Context: an optimization exercise on an open-source flow, tuned for small area and a short achievable clock period. The choices shown serve that exercise and are no tape-out recipe.
In this exercise RTL edits were held to simulation tests only and were not proved equivalent to the original.

## butterfly_top_module_8_point
module butterfly_top_module_8_point(
    input clk,
    input rst,
    input new_input_flag,
    input [15:0] input_real0,
    input [15:0] input_real1,
    input [15:0] input_real2,
    input [15:0] input_real3,
    input [15:0] input_real4,
    input [15:0] input_real5,
    input [15:0] input_real6,
    input [15:0] input_real7,
    input [15:0] input_imag0,
    input [15:0] input_imag1,
    input [15:0] input_imag2,
    input [15:0] input_imag3,
    input [15:0] input_imag4,
    input [15:0] input_imag5,
    input [15:0] input_imag6,
    input [15:0] input_imag7,
    output [15:0] output_real0,
    output [15:0] output_real1,
    output [15:0] output_real2,
    output [15:0] output_real3,
    output [15:0] output_real4,
    output [15:0] output_real5,
    output [15:0] output_real6,
    output [15:0] output_real7,
    output [15:0] output_imag0,
    output [15:0] output_imag1,
    output [15:0] output_imag2,
    output [15:0] output_imag3,
    output [15:0] output_imag4,
    output [15:0] output_imag5,
    output [15:0] output_imag6,
    output [15:0] output_imag7,
    output fft_ready_flag
);
  wire [15:0] x0r = input_real0;
  wire [15:0] x0i = input_imag0;
  wire [15:0] x1r = input_real1;
  wire [15:0] x1i = input_imag1;
  wire [15:0] x2r = input_real2;
  wire [15:0] x2i = input_imag2;
  wire [15:0] x3r = input_real3;
  wire [15:0] x3i = input_imag3;
  wire [15:0] x4r = input_real4;
  wire [15:0] x4i = input_imag4;
  wire [15:0] x5r = input_real5;
  wire [15:0] x5i = input_imag5;
  wire [15:0] x6r = input_real6;
  wire [15:0] x6i = input_imag6;
  wire [15:0] x7r = input_real7;
  wire [15:0] x7i = input_imag7;
  wire l1_04r_nz = |x4r[14:0];
  wire [0:0] l1_04r_pos0 = ~x4r[15] & l1_04r_nz;
  wire [0:0] l1_04r_mn0 = x4r[15] & ~l1_04r_nz;
  wire l1_04r_pos = l1_04r_pos0;
  wire l1_04r_mn = l1_04r_mn0;
  wire [15:0] l1_04r_s0 = ~(x0r ^ x4r);
  wire [15:0] l1_04r_c0 = x0r | x4r;
  wire [15:0] l1_04r_s1 = x0r ^ x4r;
  wire [15:0] l1_04r_c1 = ~x0r | x4r;
  wire [15:0] l1_04r_0;
  add16_sk u_l1_04r_0(.a(l1_04r_s0), .b({l1_04r_c0[14:0], ~l1_04r_pos}), .ci(l1_04r_mn), .y(l1_04r_0));
  wire [15:0] l1_04r_t1;
  ...
For scale: about 7,000 cells after synthesis, ~750 flip-flops, roughly 520 I/O pins, ~65,000 sq um of cells after synthesis.
==> flow/config.mk <==
export PLATFORM = sky130hd
export DESIGN_NAME = butterfly_top_module_8_point
export DESIGN_NICKNAME = butterfly_top_module_8_point
export VERILOG_FILES = /design/flow/design.v
export SDC_FILE = /design/flow/constraint.sdc
export NUM_CORES = 4
export LEC_CHECK = 0
export CAP_MARGIN = 20
export CORE_MARGIN = 2
export CORE_UTILIZATION = 60
export SETUP_SLACK_MARGIN = 5
export SLEW_MARGIN = 20
==> flow/constraint.sdc <==
create_clock -name core_clock -period 10.0 [get_ports {clk}]
set_input_delay 2.0000 -clock core_clock [delete_from_list [all_inputs] [get_ports {clk}]]
set_output_delay 2.0000 -clock core_clock [all_outputs]
set_load 0.01 [all_outputs]
standard.sh (not shown) runs the stock make flow with config.mk's settings and CLKGATE_MAP_FILE= SYNTH_SCRIPT=/design/flow/synth_recipe.tcl, a recipe that flattens the netlist after the stock synthesis.
==> flow/flow/run.sh <==
#!/bin/bash
# The standard layout (standard.sh), with the ports buffered by buf_1 cells instead of
# the larger clkdlybuf4s50_1 that buffer_ports picks on its own; every port still gets a buffer.
set -euo pipefail
bash standard.sh "BUFFER_PORTS_ARGS=-buffer_cell sky130_fd_sc_hd__buf_1" finish > standard_sh.log 2>&1
Edit:
- TNS_END_PERCENT: unset -> 0
- clock skew is about the same
- first-iteration DRC count shrinks slightly
- hold slack hardly moves
Edit:
- CORE_UTILIZATION: 60 -> 75
- TNS_END_PERCENT: 0 -> unset
Outcome: With this change the flow ran to the end with violations: capacitance limit, slew limit; core utilization climbs by 17 points; die area falls by 20%; synthesized cell count is unchanged; worst setup slack loses 1.2 ns.

[what the ideal ports hide]
The results above use ideal ports. As a check the final layouts listed here were re-extracted and re-timed, cells and wires unchanged. Step 1 (the two cells are an assumption about what drives the block):
set clk [get_ports {clk}]
set_driving_cell -lib_cell sky130_fd_sc_hd__clkbuf_16 $clk
set_driving_cell -lib_cell sky130_fd_sc_hd__buf_2 [delete_from_list [all_inputs] $clk]
Step 2 times the ports against the registers' clock, not the clock port: input delays grow and output delays shrink by t, the midpoint of the rising clock arrivals with the driver on. a / b / c = ideal / step 1 / step 2; a / b = the first two.
run	shift t [ns]	setup slack, ns	worst hold slack (ns)	cell pins on the clock port's net
the first run	0.746	5.152 / 5.152 / 4.471	0.441 / 0.441 / 0.441	1
the second run	0.748	5.028 / 5.028 / 4.446	0.441 / 0.441 / 0.441	1
the third run	0.748	3.812 / 3.812 / 3.812	0.468 / 0.468 / 0.468	1
For the first run, which loses most, drivers alone change the setup slack by 0.000 ns; drivers and shift together by -0.681 ns.
